This design comes from an exercise in tuning for small area and a short achievable clock period on the open sky130 flow, not from production work.
Function was checked by simulation only, so behaviour that the tests miss may differ from the original.

==> wip/umber: inputs <==
Design buck_cv_pi, start of the top module:
module buck_cv_pi(clk_sample,rst,Vout_from_buck,Time_on);
input clk_sample;
input rst;                           
input [15:0] Vout_from_buck;
output reg [9:0] Time_on;
reg [40:0] A;
reg [15:0] vp;
reg [2:0] m5r;           
wire [15:0] V = Vout_from_buck;
wire n0, n1;
ha_m un0(.a(V[0]), .b(vp[0]), .s(n0), .co(n1));
wire n2, n3;
ha_m un2(.a(V[1]), .b(vp[1]), .s(n2), .co(n3));
wire n4, n5;
ha_m un4(.a(V[2]), .b(vp[2]), .s(n4), .co(n5));
wire n6, n7;
ha_m un6(.a(V[3]), .b(vp[3]), .s(n6), .co(n7));
wire n8, n9;
ha_m un8(.a(V[4]), .b(vp[4]), .s(n8), .co(n9));
wire n10, n11;
ha_m un10(.a(V[5]), .b(vp[5]), .s(n10), .co(n11));
wire n12, n13;
ha_m un12(.a(V[6]), .b(vp[6]), .s(n12), .co(n13));
wire n14, n15;
ha_m un14(.a(V[7]), .b(vp[7]), .s(n14), .co(n15));
wire n16, n17;
ha_m un16(.a(V[8]), .b(vp[8]), .s(n16), .co(n17));
wire n18, n19;
ha_m un18(.a(V[9]), .b(vp[9]), .s(n18), .co(n19));
wire n20, n21;
ha_m un20(.a(V[10]), .b(vp[10]), .s(n20), .co(n21));
wire n22, n23;
ha_m un22(.a(V[11]), .b(vp[11]), .s(n22), .co(n23));
  ...
clock: 175.0 ns
lec_check: 0
abc_area: 1
cap_margin: 20
core_margin: 2
core_utilization: 50
slew_margin: 20
synth_hierarchical: 1
standard.sh (not shown) runs the stock make flow with config.mk's settings and CLKGATE_MAP_FILE= SYNTH_SCRIPT=/design/flow/synth_recipe.tcl, a recipe that flattens the netlist after the stock synthesis.
==> flow/flow/run.sh <==
#!/bin/bash
# Standard layout, except that the port buffers inserted before global
# placement use buf_2 cells instead of the default choice.
set -e
export BUFFER_PORTS_ARGS="-buffer_cell sky130_fd_sc_hd__buf_2"
bash standard.sh > standard.log 2>&1
==> inputs of wip/onyx, as changes to wip/umber <==
==> flow/run.sh (new file) <==
#!/bin/bash
# synth_recipe.tcl (not shown) runs the flow's synth.tcl, then flattens the netlist and writes it again
# the make line also repeats each setting of config.mk as NAME=value (left out here)
make -C /OpenROAD-flow-scripts/flow DESIGN_CONFIG=/design/flow/config.mk WORK_HOME=/design/flow/orfs CLKGATE_MAP_FILE= SYNTH_SCRIPT=/design/flow/synth_recipe.tcl finish
removed: flow/flow/run.sh
removed: flow/standard.sh
==> run notes <==
|  | wip/onyx | wip/umber |
|---|---|---|
| Outcome | complete, no violations | complete, no violations |
| Total routed wirelength | 28.9 mm | 28.1 mm |
| Ratio of cells with drive above 1 in the final layout | 0.0389 | 0.0583 |
| DRT iter0 DRCs | 705 | 773 |
| Top Metal Used | met5 | met4 |
| Plain + repair buffers | 31 | 32 |
| Fraction of area in multi-input gates | 0.704 | 0.711 |
| Total number of vias | 8947 | 9019 |
| Least setup slack across all paths after layout | 121850 ps | 122270 ps |
| Met3 global-route usage | 0.0479 | 0.0311 |
| Portion of the clock cycle consumed by the worst path in the final layout | 0.304 | 0.301 |
| Met2 Usage GRT | 0.434 | 0.434 |
| Post-route cell area | 11400 sq um | 11300 sq um |
| Nets | 1674 | 1675 |
| Amount of wire on met3 after detailed routing | 2.06 mm | 1.64 mm |
| Final worst hold slack | 798 ps | 788 ps |
| Core Util, Final | 0.545 | 0.539 |
| Crit Path Max Fanout | 24 | 19 |
| Number of filler cells placed in the layout | 2037 | 2043 |
| Arrival @ worst endpoint | 53360 ps | 52930 ps |
| Clock-cell share | 0.0252 | 0.0254 |
| Fmax achieved | 18.8 MHz | 19.0 MHz |
| Flip-flop and latch share of the layout cell area | 0.120 | 0.121 |

* * *

==> inputs of job 9404 <==
Another version of the RTL of buck_cv_pi (not shown whole).
==> flow/design.v (excerpt) <==
module buck_cv_pi(clk_sample,rst,Vout_from_buck,Time_on);
input clk_sample;
input rst;                           
input [15:0] Vout_from_buck;
output [9:0] Time_on;
reg [40:0] A;
reg [15:0] vp;
reg rf;
wire [15:0] V = Vout_from_buck;
wire n0, n1;
ha_m un0(.a(V[0]), .b(vp[0]), .s(n0), .co(n1));
wire n2, n3;
ha_m un2(.a(V[1]), .b(vp[1]), .s(n2), .co(n3));
wire n4, n5;
ha_m un4(.a(V[2]), .b(vp[2]), .s(n4), .co(n5));
wire n6, n7;
ha_m un6(.a(V[3]), .b(vp[3]), .s(n6), .co(n7));
wire n8, n9;
ha_m un8(.a(V[4]), .b(vp[4]), .s(n8), .co(n9));
wire n10, n11;
ha_m un10(.a(V[5]), .b(vp[5]), .s(n10), .co(n11));
wire n12, n13;
ha_m un12(.a(V[6]), .b(vp[6]), .s(n12), .co(n13));
wire n14, n15;
ha_m un14(.a(V[7]), .b(vp[7]), .s(n14), .co(n15));
wire n16, n17;
ha_m un16(.a(V[8]), .b(vp[8]), .s(n16), .co(n17));
wire n18, n19;
ha_m un18(.a(V[9]), .b(vp[9]), .s(n18), .co(n19));
wire n20, n21;
ha_m un20(.a(V[10]), .b(vp[10]), .s(n20), .co(n21));
wire n22, n23;
ha_m un22(.a(V[11]), .b(vp[11]), .s(n22), .co(n23));
wire n24, n25;
ha_m un24(.a(V[12]), .b(vp[12]), .s(n24), .co(n25));
wire n26, n27;
ha_m un26(.a(V[13]), .b(vp[13]), .s(n26), .co(n27));
wire n28, n29;
ha_m un28(.a(V[14]), .b(vp[14]), .s(n28), .co(n29));
wire n30, n31;
ha_m un30(.a(V[15]), .b(vp[15]), .s(n30), .co(n31));
wire n32 = n3 | (n2 & n1);
wire n33 = n2 & n0;
wire n34 = n7 | (n6 & n5);
wire n35 = n6 & n4;
wire n36 = n11 | (n10 & n9);
wire n37 = n10 & n8;
wire n38 = n15 | (n14 & n13);
wire n39 = n14 & n12;
wire n40 = n19 | (n18 & n17);
wire n41 = n18 & n16;
wire n42 = n23 | (n22 & n21);
wire n43 = n22 & n20;
wire n44 = n27 | (n26 & n25);
wire n45 = n26 & n24;
wire n46 = n31 | (n30 & n29);
wire n47 = n30 & n28;
wire n48 = n34 | (n35 & n32);
wire n49 = n35 & n33;
wire n50 = n38 | (n39 & n36);
  ...
clock: 175.0 ns
lec_check: 0
abc_area: 1
cap_margin: 20
core_margin: 2
core_utilization: 50
slew_margin: 20
synth_hierarchical: 1
run.sh (not shown) runs the stock make flow with config.mk's settings and CLKGATE_MAP_FILE= SYNTH_SCRIPT=/design/flow/synth_recipe.tcl, a recipe that flattens the netlist after the stock synthesis.
Stock flow here: none of the scripts above is used.
==> job 7404 (differences from job 9404) <==
--- a/flow/config.mk
+++ b/flow/config.mk
@@ -10,4 +10,5 @@
 export CORE_MARGIN = 2
 export CORE_UTILIZATION = 50
+export CTS_BUF_LIST = sky130_fd_sc_hd__clkbuf_4 sky130_fd_sc_hd__clkbuf_8
 export SLEW_MARGIN = 20
 export SYNTH_HIERARCHICAL = 1
==> run notes <==
item	job 9404	job 7404
Fraction of area in registers	10.41%	10.47%
Worst rel slew slack	46.04%	49.28%
Non-clock buffer share	2.952%	2.967%
Buffer cell driving the clock tree root	clkbuf_16	clkbuf_8
Clk cell area share	1.557%	1.040%
Hold path startpoint	A[33]	A[35]
Final routed wirelength across all metal layers	27,090 µm	27,010 µm
Flop2flop setup slack	161.75 ns	161.81 ns
Vias in the first global route	8,587	8,592
Violation count after the first detailed-routing iteration	757	692
Global-route wire length before repair	44,550 µm	44,590 µm
Wire length on met3	1668 µm	1657 µm
Layout fillers	1,952	1,959
Worst hold slack	0.7908 ns	0.7994 ns
Routed wire per std cell	16.98 µm	16.93 µm
Outcome	no timing/DRC/antenna violations	no timing/DRC/antenna violations
Worst path setup slack after routing	129.80 ns	129.83 ns
Multi-input gate share of total cell area	72.60%	72.98%
Setup Skew	0.009492 ns	0.01237 ns
Clock input transition at the sequential cells of the worst setup and hold paths	0.08 ns	0.12 ns
Sum of routed wire segments on met1	11,910 µm	11,840 µm
Maximum operating frequency	22.12 MHz	22.14 MHz

* * *

==> trial 36 <==
buck_cv_pi, a different RTL version from the one above (not shown whole).
==> flow/config.mk <==
export PLATFORM = sky130hd
export DESIGN_NAME = buck_cv_pi
export DESIGN_NICKNAME = buck_cv_pi
export VERILOG_FILES = /design/flow/design.v
export SDC_FILE = /design/flow/constraint.sdc
export NUM_CORES = 4
export LEC_CHECK = 0
export ABC_AREA = 1
export CAP_MARGIN = 20
export CORE_MARGIN = 2
export CORE_UTILIZATION = 70
export PLACE_DENSITY = 0.75
export SLEW_MARGIN = 20
export SYNTH_HIERARCHICAL = 1
==> flow/constraint.sdc <==
create_clock -name core_clock -period 175.0 [get_ports {clk_sample}]
set_input_delay 35.0000 -clock core_clock [delete_from_list [all_inputs] [get_ports {clk_sample}]]
set_output_delay 35.0000 -clock core_clock [all_outputs]
set_load 0.01 [all_outputs]
==> build 65: changes against trial 36 <==
CORE_UTILIZATION = 50   (was 70)
PLACE_DENSITY = unset   (was 0.75)
==> trial 51: changes against trial 36 <==
ABC_AREA = 0   (was 1)
CORE_UTILIZATION = 50   (was 70)
PLACE_DENSITY = unset   (was 0.75)
==> comparison table <==
Launching instance or port of the critical path: build 65 A[36]; trial 51 A[38]; trial 36 A[37]
Met1 wire length: build 65 12.00 mm; trial 51 12.52 mm; trial 36 10.93 mm
Critical-path cell with the highest stage delay: build 65 dfxtp_1; trial 51 fa_1; trial 36 dfxtp_1
Initial core utilization: build 65 51.22%; trial 51 50.77%; trial 36 71.77%
Count of clock buffers in the final design: build 65 6; trial 51 5; trial 36 5
Unique masters post-synth: build 65 62; trial 51 86; trial 36 62
Dpl hpwl: build 65 22.18 mm; trial 51 21.85 mm; trial 36 22.07 mm
Multi-input gates: build 65 994; trial 51 977; trial 36 994
Hold path startpoint: build 65 A[35]; trial 51 A[33]; trial 36 A[35]
Maximum number of pins on one net before global-route repair: build 65 51; trial 51 70; trial 36 51
Worst r2r path cells: build 65 50; trial 51 42; trial 36 49
Result of the run: build 65 finished clean; trial 51 finished clean; trial 36 finished clean

==> separate check: timing with driven ports <==
The flow's constraints put no driver on any port. The routed layouts listed below were extracted and timed again, unchanged, in two steps.
Step 1 sets driving cells, clkbuf_16 on the clock port and buf_2 on the other inputs (assumed; they add their load-dependent delay and slew).
Step 2 adds t to the input delays and takes it off the output delays; t is the mean of the earliest and latest rising clock arrival at the registers after step 1. Input paths then give back, and output paths get back, about the clock's delay inside the block.
Slacks: no drivers / after step 1 / after step 2; pairs: no drivers / after step 1.
run	t, ns	setup WS [ns]	worst slew at a driven data input, ns	pins driven straight from the clock port
wip/umber	0.395	122.266 / 122.297 / 121.903	0.03	1
wip/onyx	0.394	121.847 / 121.876 / 121.483	0.03	1
job 9404	0.340	129.800 / 129.758 / 130.098	0.03	1
job 7404	0.359	129.834 / 129.795 / 130.155	0.03	1
trial 36	0.343	130.197 / 130.157 / 130.500	0.05	1
build 65	0.352	130.353 / 130.310 / 130.662	0.03	1
trial 51	0.333	129.590 / 129.552 / 129.885	0.03	1
After both steps every run listed still meets setup and hold. For wip/onyx, which loses most, drivers alone change the setup slack by +0.029 ns; drivers and shift together by -0.364 ns.
